Source: an optimization exercise on an open RTL-to-GDS flow (aim: small area, a short achievable clock period and few clock cycles). Production flows keep margins and buffers that such runs may drop.
RTL that was checked went through simulation tests only; none was proved equivalent to the original.

==> flow/design.v (excerpt) <==
module taylor_sine(
    input clock,
    input reset,
    input start_in,
    input signed [11:0] x_in,
    output reg ready_out,
    output [11:0] sin_out
);
Settings: LEC_CHECK=0, CAP_MARGIN=20, CORE_MARGIN=2, CORE_UTILIZATION=40, SETUP_SLACK_MARGIN=5, SLEW_MARGIN=20; clock period 10.0 ns.
run.sh (not shown) runs the stock make flow with config.mk's settings and CLKGATE_MAP_FILE= SYNTH_SCRIPT=/design/flow/synth_recipe.tcl, a recipe that flattens the netlist after the stock synthesis.
Testbench counts at the start, summed over its fixed seeds: cycles 11,192.
Next try:
--- a/flow/config.mk
+++ b/flow/config.mk
@@ -10,3 +10,2 @@
 export CORE_UTILIZATION = 40
-export SETUP_SLACK_MARGIN = 5
 export SLEW_MARGIN = 20
What happened: The changed run passed the timing, design-rule and antenna checks. Register-to-register slack gets worse by 0.80 ns. Area after synthesis is unchanged. Wire length came out lower by 12%. Design area came out lower by about 14%. Count of clock-buffer cells in the layout came out higher by 1. Via count came out lower by about 7%. Synthesized cell count is unchanged.
Next try:
--- a/flow/config.mk
+++ b/flow/config.mk
@@ -9,3 +9,4 @@
 export CORE_MARGIN = 2
-export CORE_UTILIZATION = 40
+export CORE_UTILIZATION = 60
+export SETUP_SLACK_MARGIN = 4
 export SLEW_MARGIN = 20
Outcome:
- register-to-register slack gets better by 0.20 ns
- global-route usage increases by 11 points
- maximum frequency grows by 3.6%
- design area rose by 1.9%
- critical path depth came out lower by 1
- wire length increases by 2.1%
- first-iteration DRC count came out higher by 38%
- worst hold slack gets worse by 0.016 ns
Next try:
--- a/flow/config.mk
+++ b/flow/config.mk
@@ -9,3 +9,3 @@
 export CORE_MARGIN = 2
-export CORE_UTILIZATION = 60
+export CORE_UTILIZATION = 40
 export SETUP_SLACK_MARGIN = 4
The new run produced a clean layout. Final area hardly moves. Register-to-register slack improved by 0.05 ns. Via count fell by 3.2%. Maximum frequency rises by 0.82%. Die area went up by 48%. Core utilization falls by 23 points.

* * *

## lane 4
taylor_sine, a different RTL version from the one above (not shown whole).
Size in the first run: ~61 flip-flops, roughly 7500 sq um of cells after synthesis.
make LEC_CHECK=0 ABC_AREA=1 CAP_MARGIN=20 CORE_MARGIN=2 CORE_UTILIZATION=65 CTS_BUF_LIST=sky130_fd_sc_hd__clkbuf_8 SETUP_SLACK_MARGIN=4 SLEW_MARGIN=20 finish   # period 10.0 ns
Testbench counts of lane 4, summed over its fixed seeds: cycles 11,192.
Input changes introduced in lane 3 (baseline for comparison: lane 4):
- SETUP_SLACK_MARGIN now 4.5, was 4
- ABC_AREA no longer set, was 1
- CORE_UTILIZATION now 75, was 65
Results
Diff lane 4 -> lane 3 | count of non-filler cells in the finished layout | down by more than 10%. Going from lane 4 to lane 3, estimated wirelength of the detail-placed design shrank by more than 10%. Lane 3 reports its commonest non-fill, non-tap cell in the layout as sky130_fd_sc_hd__nand2_1 while lane 4 reports sky130_fd_sc_hd__inv_1. Lane 3 vs. lane 4: cell area after synthesis fell by about 10%, worst hold slack climbed 0.0088 ns, die area shrank by 22%.

* * *

## v6
Another version of the RTL of taylor_sine (not shown whole).
Size in the first run: about 780 cells after synthesis, ~49 flip-flops, roughly 28 I/O pins, roughly 0.0063 mm2 of cells after synthesis.
==> flow/config.mk <==
export PLATFORM = sky130hd
export DESIGN_NAME = taylor_sine
export DESIGN_NICKNAME = taylor_sine
export VERILOG_FILES = /design/flow/design.v
export SDC_FILE = /design/flow/constraint.sdc
export NUM_CORES = 4
export LEC_CHECK = 0
export CAP_MARGIN = 20
export CORE_MARGIN = 2
export CORE_UTILIZATION = 65
export CTS_BUF_LIST = sky130_fd_sc_hd__clkbuf_8
export SETUP_SLACK_MARGIN = 4.5
export SLEW_MARGIN = 20
==> flow/constraint.sdc <==
create_clock -name core_clock -period 10.0 [get_ports {clock}]
set_input_delay 2.0000 -clock core_clock [delete_from_list [all_inputs] [get_ports {clock}]]
set_output_delay 2.0000 -clock core_clock [all_outputs]
set_load 0.01 [all_outputs]
Testbench counts of v6, summed over its fixed seeds: cycles 11,192.
Inputs modified between v6 and v7:
Settings: changing SETUP_SLACK_MARGIN from 4.5 to 5.
==> flow/flow/run.sh (new file) <==
#!/bin/bash
# The standard layout (the standard.sh, unchanged steps and settings),
# except that the port buffers that global placement inserts on every
# input and output are the small sky130_fd_sc_hd__buf_1 instead of the
# buffer cell the resizer would pick by default.
set -euo pipefail
export BUFFER_PORTS_ARGS="-buffer_cell sky130_fd_sc_hd__buf_1"
bash standard.sh > standard.log 2>&1
==> flow/standard.sh (new file) <==
#!/bin/bash
# synth_recipe.tcl (not shown) runs the flow's synth.tcl, then flattens the netlist and writes it again
# the make line also repeats each setting of config.mk as NAME=value (left out here)
make -C /OpenROAD-flow-scripts/flow DESIGN_CONFIG=/design/flow/config.mk WORK_HOME=/design/flow/orfs CLKGATE_MAP_FILE= SYNTH_SCRIPT=/design/flow/synth_recipe.tcl "${@:-finish}"
removed: flow/run.sh
## What came out
v7 went all the way through synthesis, placement and routing and the layout is clean on timing, DRC and antenna.
v7: worst hold slack 0.0052 ns below v6
Re non-clock buffer count: v7 and v6 aren't equal, and the higher value belongs to v7.
Between v7 and v6, the routed wire length is higher for v7.
For v7, the start point of the critical path was b_one[1]$_DFF_P_, unlike v6, where it was x_in[0].
Diff v7..v6 | synthesized cell count | unchanged

* * *

Another version of the RTL of taylor_sine (not shown whole).
Size in the first run: ~810 cells after synthesis, ~28 I/O pins, about 6700 µm² of cells after synthesis.
==> flow/config.mk <==
export PLATFORM = sky130hd
export DESIGN_NAME = taylor_sine
export DESIGN_NICKNAME = taylor_sine
export VERILOG_FILES = /design/flow/design.v
export SDC_FILE = /design/flow/constraint.sdc
export NUM_CORES = 4
export LEC_CHECK = 0
export CAP_MARGIN = 20
export CORE_MARGIN = 2
export CORE_UTILIZATION = 65
export CTS_BUF_LIST = sky130_fd_sc_hd__clkbuf_8
export SETUP_SLACK_MARGIN = 4
export SLEW_MARGIN = 20
==> flow/constraint.sdc <==
create_clock -name core_clock -period 10.0 [get_ports {clock}]
set_input_delay 2.0000 -clock core_clock [delete_from_list [all_inputs] [get_ports {clock}]]
set_output_delay 2.0000 -clock core_clock [all_outputs]
set_load 0.01 [all_outputs]
Stock flow here: none of the scripts above is used.
The baseline finished clean.
Change:
- CORE_UTILIZATION: 65 -> 75
- SETUP_SLACK_MARGIN: 4 -> 4.5
The changed run finished clean.
Critical path depth is lower by 1.
Area after synthesis does not change.
Core utilization increases by 12 points.
Synthesized cell count is unchanged.
Via count climbs by 3.4%.
Sequential share of layout area increases by 0.20 points.
Function was not checked in any run of this note: the RTL went through the layout flow alone.

* * *

RTL: one of the versions met above, not the one the previous note started from.
For scale: ~840 cells after synthesis, roughly 61 flip-flops, about 28 I/O pins.
Settings: LEC_CHECK=0, CAP_MARGIN=20, CORE_MARGIN=2, CORE_UTILIZATION=65, CTS_BUF_LIST=sky130_fd_sc_hd__clkbuf_8, SETUP_SLACK_MARGIN=4.5, SLEW_MARGIN=20; clock period 10.0 ns.
standard.sh (not shown) runs the stock make flow with config.mk's settings and CLKGATE_MAP_FILE= SYNTH_SCRIPT=/design/flow/synth_recipe.tcl, a recipe that flattens the netlist after the stock synthesis.
==> flow/flow/run.sh <==
#!/bin/bash
# The standard layout (the standard.sh, unchanged steps and settings),
# except that the port buffers that global placement inserts on every
# input and output are the small sky130_fd_sc_hd__buf_1 instead of the
# buffer cell the resizer would pick by default.
set -euo pipefail
export BUFFER_PORTS_ARGS="-buffer_cell sky130_fd_sc_hd__buf_1"
bash standard.sh > standard.log 2>&1
The first run finished with timing, DRC and antenna clean.
Testbench counts at the start, summed over its fixed seeds: cycles 11,192.
Next try:
==> flow/run.sh (new file) <==
#!/bin/bash
# synth_recipe.tcl (not shown) runs the flow's synth.tcl, then flattens the netlist and writes it again
# the make line also repeats each setting of config.mk as NAME=value (left out here)
make -C /OpenROAD-flow-scripts/flow DESIGN_CONFIG=/design/flow/config.mk WORK_HOME=/design/flow/orfs CLKGATE_MAP_FILE= SYNTH_SCRIPT=/design/flow/synth_recipe.tcl finish
Settings changed: SETUP_SLACK_MARGIN 4.5 to 3.5.
removed: flow/flow/run.sh
removed: flow/standard.sh
=>
- The changed run passed the timing, design-rule and antenna checks
- utilization goes up by 1.2 points
- final area rises by 1.7%
- via count goes down by 2.5%
- cell count drops by 1.4%
- first-iteration DRC count came out higher by 3.4%
- synthesized cell count does not change
- clock skew barely changes
- worst setup slack gets better by 9.7 ps
Next try:
Settings changed: SETUP_SLACK_MARGIN 3.5 to 4.5.
Effect:
- clock-buffer cell count stays the same
- critical path depth does not change
- first-iteration DRC count goes up by a little under a tenth
- synthesized cell count does not change
Next try:
Settings changed: SETUP_SLACK_MARGIN 4.5 to 4.
After rerunning: The new run went through all stages and came out clean; worst setup slack loses 89 ps; die area is unchanged; non-clock buffer count drops by 5; wire length barely changes; sequential share of layout area hardly moves; utilization went down by 0.39 points; fmax fell slightly.

* * *

RTL: one of the versions met above, not the one the previous note started from.
For scale: roughly 780 cells after synthesis, about 28 I/O pins.
==> flow/design.v (excerpt) <==
module taylor_sine(
    input clock,
    input reset,
    input start_in,
    input signed [11:0] x_in,
    output reg ready_out,
    output [11:0] sin_out
);
reg armed;
reg [5:1] ph;           
reg [11:0] t, h;         
wire [11:0] n2 = h;
reg [5:0] b_one, b_two, b_neg;    
wire idle = ~|ph;
wire go   = idle && armed && start_in;
wire [10:0] u = ~n2[10:0];
wire big = (u >= 11'd1624 && u < 11'd1632) || (u >= 11'd1654 && u < 11'd1864) ||
           (u >= 11'd1868 && u < 11'd1912) || (u >= 11'd1916 && u < 11'd1918) ||
           (u >= 11'd1954 && u < 11'd1962);
wire n2_pos = !n2[11] && (n2[10:0] != 11'd0);
wire m3 = n2_pos && t[11];
wire signed [11:0] c0 = t;
wire m12 = n2[11] && (c0 <= -12'sd49);
wire [1:0] m = m3 ? 2'd3 : m12 ? (big ? 2'd2 : 2'd1) : 2'd0;
wire [11:0] bnext = (go | ph[1]) ? x_in : ph[2] ? 12'd171 : ph[3] ? n2 :
                    ph[4] ? 12'd51 : 12'd1024;
reg [5:0] e_one, e_two, e_neg;
reg bm1;
integer i;
always @(*) begin
    for (i = 0; i < 6; i = i + 1) begin
  ...
clock: 10.0 ns
lec_check: 0
cap_margin: 20
core_margin: 2
core_utilization: 55
cts_buf_list: sky130_fd_sc_hd__clkbuf_8
setup_slack_margin: 4.5
slew_margin: 20
==> flow/flow/run.sh <==
#!/bin/bash
# The standard layout (the standard.sh, unchanged steps and settings),
# except that the port buffers that global placement inserts on every
# input and output are the small sky130_fd_sc_hd__buf_1 instead of the
# buffer cell the resizer would pick by default.
set -euo pipefail
export BUFFER_PORTS_ARGS="-buffer_cell sky130_fd_sc_hd__buf_1"
bash standard.sh > standard.log 2>&1
The starting point finished with timing, DRC and antenna clean.
Testbench counts at the start, summed over its fixed seeds: cycles 11,192.
Next try:
==> flow/flow/run.sh (replaced) <==
#!/bin/bash
# The standard layout (the standard.sh, unchanged steps and settings),
# with two choices of cell size:
# - the port buffers that global placement inserts on every input and
#   output are sky130_fd_sc_hd__buf_1 instead of the resizer's default pick;
# - at the end of floorplanning, the flip-flops of the multiplier operands
#   (t and the Booth digits b_*), which each drive about 13 loads, are given
#   the stronger sky130_fd_sc_hd__dfxtp_4 (same function, more drive).
set -euo pipefail
here=$(cd "$(dirname "$0")" && pwd)
export BUFFER_PORTS_ARGS="-buffer_cell sky130_fd_sc_hd__buf_1"
export POST_FLOORPLAN_TCL="$here/upsize.tcl"
bash standard.sh > standard.log 2>&1
==> flow/flow/upsize.tcl (new file) <==
# Sourced at the end of floorplanning: upsize the operand flip-flops.
set master [[ord::get_db] findMaster sky130_fd_sc_hd__dfxtp_4]
set n 0
foreach inst [[ord::get_db_block] getInsts] {
  set name [$inst getName]
  if {[[$inst getMaster] getName] eq "sky130_fd_sc_hd__dfxtp_1" &&
      ([string match {t\[*} $name] || [string match {b_*} $name])} {
    $inst swapMaster $master
    incr n
  }
}
puts "upsize.tcl: $n flip-flops now sky130_fd_sc_hd__dfxtp_4"
CORE_UTILIZATION = 65   (was 55)
=> Via count rises by 2.2%. Non-clock buffer count falls by 9. Routed wire length falls by 8.4%. Register-to-register slack got worse by 0.16 ns. Cell area falls by 0.46%.

-- static timing again, ports no longer ideal --
In the flow no input, the clock included, has a driving cell. The finished layouts below were timed again as built, in two steps. Step 1 assumes that a clkbuf_16 drives the clock port and a buf_2 every other input. Step 2, shift: input delay + t, output delay - t, t = (earliest + latest rising clock arrival at the registers) / 2. This alone moves slack from input paths to output paths. a / b / c = ideal / step 1 / step 2; a / b = the first two.
run | shift t [ns] | slack for setup (ns) | worst register clock-pin slew, ns
the first run of note 1 | 0.371 | 4.901 / 4.901 / 4.901 | 0.07 / 0.07
the second run of note 1 | 0.369 | 4.098 / 4.098 / 4.098 | 0.06 / 0.06
the third run of note 1 | 0.370 | 4.301 / 4.301 / 4.301 | 0.06 / 0.06
the fourth run of note 1 | 0.369 | 4.348 / 4.348 / 4.348 | 0.06 / 0.06
lane 4 | 0.376 | 4.742 / 4.742 / 4.742 | 0.08 / 0.08
lane 3 | 0.375 | 4.681 / 4.681 / 4.681 | 0.08 / 0.08
v6 | 0.337 | 4.617 / 4.624 / 4.287 | 0.11 / 0.11
v7 | 0.341 | 5.046 / 5.046 / 4.823 | 0.11 / 0.11
the first run of note 4 | 0.380 | 4.447 / 4.447 / 4.425 | 0.07 / 0.07
the second run of note 4 | 0.370 | 4.690 / 4.690 / 4.444 | 0.08 / 0.08
the first run of note 5 | 0.384 | 4.692 / 4.692 / 4.692 | 0.08 / 0.08
the second run of note 5 | 0.392 | 4.701 / 4.701 / 4.701 | 0.08 / 0.08
the third run of note 5 | 0.391 | 4.790 / 4.790 / 4.790 | 0.08 / 0.08
the fourth run of note 5 | 0.392 | 4.701 / 4.701 / 4.701 | 0.08 / 0.08
the first run of note 6 | 0.349 | 4.793 / 4.793 / 4.461 | 0.10 / 0.10
the second run of note 6 | 0.346 | 4.634 / 4.634 / 4.395 | 0.12 / 0.12
After both steps every run listed still meets setup and hold. For the first run of note 6, which loses most, drivers alone change the setup slack by 0.000 ns; drivers and shift together by -0.332 ns.
